Context: an optimization exercise on an open-source flow, tuned for small area. The choices shown serve that exercise and are no tape-out recipe. Function was checked by simulation only, so behaviour that the tests miss may differ from the original. The clock port is modelled as an ideal driver, which makes a skipped or thinned clock tree look cheaper than it is; a real chip needs a root buffer or a tree. Power and IR drop assume default switching activity.

alpha:
==> flow/design.v <==
`timescale 1ns / 1ps
`default_nettype none
module TOP_1(
	input wire clk,
	input wire rst,
	input wire [7:0] entrada_dados,
	input wire dados_valid,
	output wire PWM_signal,
	output wire dados_lidos
	);
	reg        ps;       
	reg        pt;       
	reg        crd;      
	reg        dg;       
	reg  [6:0] cv;       
	reg        sd;       
	reg        cvo;      
	reg        q;        
	reg        b;
	reg [11:0] x;
	reg  [2:0] col;
	assign PWM_signal  = ps;
	assign dados_lidos = cvo;
	wire tf   = x[11] | x[10];           
	wire wp   = !tf & !b;                
	wire d3   = !tf & b;                 
	wire c125 = (cv == 7'b1100000);
	wire c60  = (cv == 7'b1110001);
	wire c24  = (cv == 7'b1111001);
	wire sf   = |cv;                     
	wire wrap = sf & c125;
	wire rR   = pt & !crd;
	wire s3   = d3 | rR;
	wire s2   = !s3 & q;
	wire s1   = !s3 & !q & cvo;
	wire take = s2 & dados_valid;
	wire gend = x[11] & x[10] & x[8] & x[7] & x[6] & x[1];   
	wire [12:0] xc;
	assign xc[0] = take | tf;
	genvar gi;
	generate for (gi = 0; gi < 12; gi = gi + 1) begin : g_inc
		assign xc[gi+1] = xc[gi] & x[gi];
	end endgenerate
	wire [11:0] xinc = x ^ xc[11:0];
	always @(posedge clk) begin
		crd <= pt;
		sd <= entrada_dados[col];
		q <= s3 | (q & !dados_valid);
		if (sf && !c125 && !rst)
			cv <= {cv[5:0], (cv[6] ^ cv[5])};
		else
			cv <= {6'd0, wp && !rst};
		if (rst || gend)
			x <= 12'd624 | {11'd0, (b | take) & !rst};
		else
			x <= xinc;
		if (rst) begin
			ps  <= 0;
			pt  <= 0;
			dg  <= 0;
			cvo <= 0;
			b   <= 1;
			col <= 0;
		end else begin
			if (cvo && !q)       
				dg <= sd;
			if (wrap)
				pt <= 1;
			else if (cvo)
				pt <= 0;
			if (!sf || c125)
				ps <= wp;
			else if ((c24 && !dg) || c60)
				ps <= 0;
			if (s1)
				cvo <= 0;
			else if (take)
				cvo <= 1;
			b <= tf & (gend | b | take);
			if (xc[10] && !tf)   
				col <= col + 3'd1;
		end
	end
endmodule
`default_nettype wire
==> flow/config.mk <==
export PLATFORM = sky130hd
export DESIGN_NAME = TOP_1
export DESIGN_NICKNAME = TOP_1
export VERILOG_FILES = /design/flow/design.v
export SDC_FILE = /design/flow/constraint.sdc
export NUM_CORES = 4
export LEC_CHECK = 0
export CAP_MARGIN = 20
export CORE_AREA = 2 2 58 58
export CTS_BUF_LIST = sky130_fd_sc_hd__clkbuf_4
export DIE_AREA = 0 0 60 60
export SLEW_MARGIN = 20
==> flow/constraint.sdc <==
create_clock -name core_clock -period 10.0 [get_ports {clk}]
set_input_delay 2.0000 -clock core_clock [delete_from_list [all_inputs] [get_ports {clk}]]
set_output_delay 2.0000 -clock core_clock [all_outputs]
set_load 0.01 [all_outputs]
standard.sh (not shown) runs the stock make flow with config.mk's settings and CLKGATE_MAP_FILE= SYNTH_SCRIPT=/design/flow/synth_recipe.tcl, a recipe that flattens the netlist after the stock synthesis.
==> flow/flow/run.sh <==
#!/bin/bash
# Layout: the standard flow (standard.sh, standard synthesis), with:
#  - port buffers of sky130_fd_sc_hd__buf_1 (one per input and output port, as standard);
#  - clock tree synthesis without dummy balancing loads, and a POST_CTS hook
#    (flow/post_cts.tcl) that drives all flip-flops from the tree's root buffer
#    (a buf_12) and gives each logic cell the smallest drive of its family.
# make's output goes to standard_flow.log; each ORFS step logs to orfs/logs/.
set -euo pipefail
here=$(pwd)
bash standard.sh \
  "BUFFER_PORTS_ARGS=-buffer_cell sky130_fd_sc_hd__buf_1" \
  "CTS_ARGS=-sink_clustering_enable -repair_clock_nets -dont_use_dummy_load -buf_list sky130_fd_sc_hd__clkbuf_4" \
  "POST_CTS_TCL=$here/flow/post_cts.tcl" \
  finish > standard_flow.log 2>&1
Other scripts of this flow, unchanged in this note and not shown: flow/flow/post_cts.tcl
Input changes introduced in beta (baseline for comparison: alpha):
--- a/flow/design.v
+++ b/flow/design.v
@@ -21,15 +21,15 @@
 	reg  [2:0] col;
 	assign PWM_signal  = ps;
 	assign dados_lidos = cvo;
 	wire tf   = x[11] | x[10];           
 	wire wp   = !tf & !b;                
 	wire d3   = !tf & b;                 
-	wire c125 = (cv == 7'b1100000);
-	wire c60  = (cv == 7'b1110001);
-	wire c24  = (cv == 7'b1111001);
+	wire c125 = (cv == 7'b1110000);
+	wire c60  = (cv == 7'b0111000);
+	wire c24  = (cv == 7'b0111100);
 	wire sf   = |cv;                     
 	wire wrap = sf & c125;
 	wire rR   = pt & !crd;
 	wire s3   = d3 | rR;
 	wire s2   = !s3 & q;
 	wire s1   = !s3 & !q & cvo;
@@ -46,13 +46,13 @@
 		crd <= pt;
 		sd <= entrada_dados[col];
 		q <= s3 | (q & !dados_valid);
 		if (sf && !c125 && !rst)
 			cv <= {cv[5:0], (cv[6] ^ cv[5])};
 		else
-			cv <= {6'd0, wp && !rst};
+			cv <= {wp && !rst, 6'd0};
 		if (rst || gend)
 			x <= 12'd624 | {11'd0, (b | take) & !rst};
 		else
 			x <= xinc;
 		if (rst) begin
 			ps  <= 0;
[summary]
There was hardly any difference in via count between beta and alpha. Taking alpha as the reference, in beta average wire per standard cell saw a decrease; total power lower; register-to-register slack saw little to no change; fraction of the mapped netlist area in adder cells saw little to no change; normalized max-slew margin went down. alpha -> beta: worst setup slack flat. alpha -> beta: time the worst path needs with I/O delays and setup flat. Via count of the first global-routing pass ended up 32 lower on beta than on alpha. Diff beta and alpha: area of all placed cells without fillers lower in alpha. Changes observed in beta relative to alpha: routed wire length dropped 180 microns, area of all sequential standard cells about even, total placed cells including tap cells now sits lower. There was hardly any difference in internal portion of total power between alpha and beta. beta and alpha all finish clean.


== run a ==
Another version of the RTL of TOP_1 (not shown whole).
Size: roughly 110 cells after synthesis, about 31 flip-flops, roughly 13 I/O pins, ~0.0012 mm2 of cells after synthesis.
==> module TOP_1, before the edit <==
module TOP_1(
	input wire clk,
	input wire rst,
	input wire [7:0] entrada_dados,
	input wire dados_valid,
	output wire PWM_signal,
	output wire dados_lidos
	);
	reg        ps;       
	reg        pt;       
	reg        crd;      
	reg        sf;       
	reg        dg;       
	reg  [6:0] cv;       
	reg        sd;       
	reg        cvo;      
	reg        q;        
	reg        b;
	reg [11:0] x;
	reg  [2:0] col;
	assign PWM_signal  = ps;
	assign dados_lidos = cvo;
	wire tf   = x[11] | x[10];           
	wire wp   = !tf & !b;                
	wire d3   = !tf & b;                 
	wire c125 = (cv == 7'b1110000);
	wire c60  = (cv == 7'b0111000);
	wire c24  = (cv == 7'b0111100);
	wire wrap = sf & c125;
	wire rR   = pt & !crd;
	wire s3   = d3 | rR;
	wire s2   = !s3 & q;
	wire s1   = !s3 & !q & cvo;
	wire take = s2 & dados_valid;
	wire gend = x[11] & x[10] & x[8] & x[7] & x[6] & x[1];   
	wire [12:0] xc;
	assign xc[0] = take | tf;
	genvar gi;
	generate for (gi = 0; gi < 12; gi = gi + 1) begin : g_inc
		assign xc[gi+1] = xc[gi] & x[gi];
	end endgenerate
	wire [11:0] xinc = x ^ xc[11:0];
	always @(posedge clk) begin
		crd <= pt;
		if (take)
			sd <= entrada_dados[col];
		q <= s3 | (q & !dados_valid);
		cv <= (sf && !c125) ? {cv[5:0], (cv[6] ^ cv[5])} : 7'd64;
		if (rst || gend)
			x <= 12'd624 | {11'd0, (b | take) & !rst};
		else
			x <= xinc;
		if (rst) begin
			ps  <= 0;
			pt  <= 0;
			sf  <= 0;
			dg  <= 0;
			cvo <= 0;
			b   <= 1;
			col <= 0;
		end else begin
			if (cvo)
				dg <= sd;
			if (wrap)
				pt <= 1;
			else if (cvo)
				pt <= 0;
			sf <= wp | (sf & !c125);
			if (!sf || c125)
				ps <= wp;
			else if ((c24 && !dg) || c60)
				ps <= 0;
			if (s1)
				cvo <= 0;
			else if (take)
				cvo <= 1;
			b <= tf & (gend | b | take);
			if (xc[10] && !tf)   
				col <= col + 3'd1;
		end
	end
endmodule
export LEC_CHECK = 0
export CAP_MARGIN = 20
export CORE_AREA = 2 2 58 58
export CTS_BUF_LIST = sky130_fd_sc_hd__clkbuf_4
export DIE_AREA = 0 0 60 60
export SLEW_MARGIN = 20
create_clock -name core_clock -period 10.0 [get_ports {clk}]
==> flow/flow/run.sh <==
#!/bin/bash
# Layout: the standard flow (standard.sh, standard synthesis), with:
#  - port buffers of sky130_fd_sc_hd__buf_1 (one per input and output port, as standard);
#  - clock tree synthesis without dummy balancing loads, and a POST_CTS hook
#    (flow/post_cts.tcl) that drives all flip-flops from the tree's root buffer
#    (a clkbuf_16) and gives each logic cell the smallest drive of its family.
# make's output goes to standard_flow.log; each ORFS step logs to orfs/logs/.
set -euo pipefail
here=$(pwd)
bash standard.sh \
  "BUFFER_PORTS_ARGS=-buffer_cell sky130_fd_sc_hd__buf_1" \
  "CTS_ARGS=-sink_clustering_enable -repair_clock_nets -dont_use_dummy_load -buf_list sky130_fd_sc_hd__clkbuf_4" \
  "POST_CTS_TCL=$here/flow/post_cts.tcl" \
  finish > standard_flow.log 2>&1
Other scripts of this flow, unchanged in this note and not shown: flow/flow/post_cts.tcl
Relative to run a, the following input files were edited for run b:
==> flow/design.v, changed modules only <==
module TOP_1(
	input wire clk,
	input wire rst,
	input wire [7:0] entrada_dados,
	input wire dados_valid,
	output wire PWM_signal,
	output wire dados_lidos
	);
	reg        ps;       
	reg        pt;       
	reg        crd;      
	reg        dg;       
	reg  [6:0] cv;       
	reg        sd;       
	reg        cvo;      
	reg        q;        
	reg        b;
	reg [11:0] x;
	reg  [2:0] col;
	assign PWM_signal  = ps;
	assign dados_lidos = cvo;
	wire tf   = x[11] | x[10];           
	wire wp   = !tf & !b;                
	wire d3   = !tf & b;                 
	wire c125 = (cv == 7'b1110000);
	wire c60  = (cv == 7'b0111000);
	wire c24  = (cv == 7'b0111100);
	wire sf   = |cv;                     
	wire wrap = sf & c125;
	wire rR   = pt & !crd;
	wire s3   = d3 | rR;
	wire s2   = !s3 & q;
	wire s1   = !s3 & !q & cvo;
	wire take = s2 & dados_valid;
	wire gend = x[11] & x[10] & x[8] & x[7] & x[6] & x[1];   
	wire [12:0] xc;
	assign xc[0] = take | tf;
	genvar gi;
	generate for (gi = 0; gi < 12; gi = gi + 1) begin : g_inc
		assign xc[gi+1] = xc[gi] & x[gi];
	end endgenerate
	wire [11:0] xinc = x ^ xc[11:0];
	always @(posedge clk) begin
		crd <= pt;
		sd <= entrada_dados[col];
		q <= s3 | (q & !dados_valid);
		if (sf && !c125 && !rst)
			cv <= {cv[5:0], (cv[6] ^ cv[5])};
		else
			cv <= {wp && !rst, 6'd0};
		if (rst || gend)
			x <= 12'd624 | {11'd0, (b | take) & !rst};
		else
			x <= xinc;
		if (rst) begin
			ps  <= 0;
			pt  <= 0;
			dg  <= 0;
			cvo <= 0;
			b   <= 1;
			col <= 0;
		end else begin
			if (cvo && !q)       
				dg <= sd;
			if (wrap)
				pt <= 1;
			else if (cvo)
				pt <= 0;
			if (!sf || c125)
				ps <= wp;
			else if ((c24 && !dg) || c60)
				ps <= 0;
			if (s1)
				cvo <= 0;
			else if (take)
				cvo <= 1;
			b <= tf & (gend | b | take);
			if (xc[10] && !tf)   
				col <= col + 3'd1;
		end
	end
endmodule
Notes after the runs:
- Run b: PASS, flow complete, no timing, DRC or antenna violations
- Delta (run b minus run a): number of sinks handled by clock tree synthesis moved down, synthesized cell count moved down.
- Delta (run b minus run a): number of storage elements in the synthesis netlist dropped 3.2%; finished layout cell area decreased 2.6%; achievable frequency went up 3.4%.
- Run b ended up with a lower minimum clock period than run a did.


Another version of the RTL of TOP_1 (not shown whole).
For scale: ~10,000 sq um of cells after synthesis.
==> module PWM, before the edit <==
module PWM(
	input wire clk,  
	input wire rst,
	input wire data,
	input wire select,  
	input wire PWM_valid_I,
	output reg PWM_signal,
	output reg PWM_TOP   
    );
localparam Full_time = 	125;
integer counter_value;
reg select_flag;
reg data_gravada;
reg select_delay;
always @ (posedge clk) begin    
    if (rst)
        select_delay <= 0;
    else
        select_delay <= select;  
end
wire select_Rising = select && !select_delay;
always@ (posedge clk)  
begin
	if (rst)
	begin
		PWM_signal <= 0;
		PWM_TOP <= 0;
		counter_value <= 0;
		select_flag <= 0;
		data_gravada <= 0;
	end
	else
	begin
	if (PWM_valid_I== 1)
		begin
			data_gravada <= data;
			PWM_TOP <= 0;
		end
	if (select_Rising)
	begin
		PWM_signal <= 1;
		select_flag <= 1;
	end
	if (select_flag == 1)  
	begin
		if (data_gravada == 0)
			begin
				if (counter_value == 24)
				PWM_signal <= 0;
			end
		if (counter_value == 60)   
			begin
				PWM_signal <= 0;
			end
		if (counter_value == Full_time)
			begin
				PWM_TOP <= 1;  
				counter_value <= 0;
				if (select == 0 )  
					begin
						select_flag <= 0;
						PWM_signal <= 0;
					end
				else
				begin
				PWM_signal <= 1;
				end
			end
		else
			begin
				counter_value <= counter_value +1;
			end
	end
	end
end
endmodule
==> module Controlador, before the edit <==
module Controlador(
	input wire clk,
	input wire rst,
	input wire [7:0] entrada_dados,
	input wire ready,     
	input wire controlador_valid,
	output reg saida_dados,
	output reg write_pwm,
	output reg C_valid_O
    );
reg print_flag;
reg timer_flag;	  
integer state;   
integer counter_50us;
integer bit_counter;
integer coluna;
reg c_ready_delay;
always @ (posedge clk) begin    
    if (rst)
        c_ready_delay <= 0;
    else
        c_ready_delay <= ready;  
end
wire c_ready_Rising = ready && !c_ready_delay;
always@ (posedge clk)
begin
	if (rst)
	begin
		print_flag = 1;
		timer_flag = 0;
		state = 3;
		counter_50us = 0;
		bit_counter = 0;
		coluna = 0;
		saida_dados <= 0;
		write_pwm <= 0;
		C_valid_O <= 0;
	end
	else
	begin
	if (c_ready_Rising)  
	begin
	state = 3;  
	end
	if (print_flag == 1)
	begin
		if (state == 1)
		begin
			C_valid_O <= 0;
			state = 0;
		end
		if (state == 2)
		begin
			if ( controlador_valid == 1)  
			begin
				saida_dados <= entrada_dados [coluna];  
				bit_counter = bit_counter + 1;
				C_valid_O <= 1;  
				state = 1;
			end
		end
		if (state == 3)
		begin
			if (timer_flag == 0)  
			write_pwm <= 1;  
			begin
				state = 2;
			end
		end
		if (bit_counter == 400)
			begin
				bit_counter = 0;
				timer_flag = 1;
				coluna = coluna + 1;
			if (coluna == 8)
				begin
				coluna = 0;
				end
			end
	end
	if (timer_flag == 1)  
		begin
		counter_50us = counter_50us + 1;
		write_pwm <= 0;
		if (counter_50us == 2500)  
			begin
			counter_50us = 0;
			timer_flag = 0;
			print_flag = 1;
			state = 3;
			end
		end
	end
end
endmodule
export LEC_CHECK = 0
export CAP_MARGIN = 20
export CORE_MARGIN = 2
export CORE_UTILIZATION = 40
export SLEW_MARGIN = 20
create_clock -name core_clock -period 10.0 [get_ports {clk}]
run.sh (not shown) runs the stock make flow with config.mk's settings and CLKGATE_MAP_FILE= SYNTH_SCRIPT=/design/flow/synth_recipe.tcl, a recipe that flattens the netlist after the stock synthesis.
Stock flow here: none of the scripts above is used.
Then changed:
--- a/flow/design.v
+++ b/flow/design.v
@@ -7,13 +7,13 @@
 	input wire select,  
 	input wire PWM_valid_I,
 	output reg PWM_signal,
 	output reg PWM_TOP   
     );
 localparam Full_time = 	125;
-integer counter_value;
+reg [6:0] counter_value;
 reg select_flag;
 reg data_gravada;
 reg select_delay;
 always @ (posedge clk) begin    
     if (rst)
         select_delay <= 0;
@@ -87,16 +87,16 @@
 	output reg saida_dados,
 	output reg write_pwm,
 	output reg C_valid_O
     );
 reg print_flag;
 reg timer_flag;	  
-integer state;   
-integer counter_50us;
-integer bit_counter;
-integer coluna;
+reg [1:0] state;   
+reg [11:0] counter_50us;
+reg [8:0] bit_counter;
+reg [2:0] coluna;
 reg c_ready_delay;
 always @ (posedge clk) begin    
     if (rst)
         c_ready_delay <= 0;
     else
         c_ready_delay <= ready;  
What happened: Die area came out lower by 77%; via count came out lower by 81%; sequential cell count is lower by 127; hold slack is better by 11 ps; global-route usage fell by 3.6 points; setup slack gets better by 2000 ps; cell area falls by 77%.

static timing again, ports no longer ideal:
The flow's constraints put no driver on any port. The routed layouts listed below were extracted and timed again, unchanged, in two steps. Step 1 assumes that a clkbuf_16 drives the clock port and a buf_2 every other input. Step 2 also shifts input and output timing later by t, the mid clock arrival at the registers, as if the neighbouring blocks saw the same clock. Slacks: ideal ports / drivers / drivers and shift; pairs: ideal ports / drivers.
| run | t, ns | setup slack, ns | worst setup path after step 2 | slew at the worst register clock pin (ns) | worst data-port slew with drivers (ns) |
|---|---|---|---|---|---|
| alpha | 0.170 | 5.456 / 5.459 / 5.289 | input to register | 0.11 / 0.11 | 0.03 |
| beta | 0.166 | 5.456 / 5.462 / 5.296 | input to register | 0.11 / 0.11 | 0.03 |
| run a | 0.197 | 5.326 / 5.336 / 5.139 | input to register | 0.11 / 0.11 | 0.03 |
| run b | 0.189 | 5.481 / 5.485 / 5.296 | input to register | 0.11 / 0.11 | 0.03 |
| the first run of note 3 | 0.475 | 3.595 / 3.607 / 3.131 | input to register | 0.08 / 0.08 | 0.04 |
| the second run of note 3 | 0.317 | 5.637 / 5.636 / 5.319 | input to register | 0.08 / 0.08 | 0.03 |
After both steps every run listed still meets setup and hold. The setup slack of the first run of note 3, which loses most, moves by +0.012 ns with the drivers and by -0.464 ns with both steps.
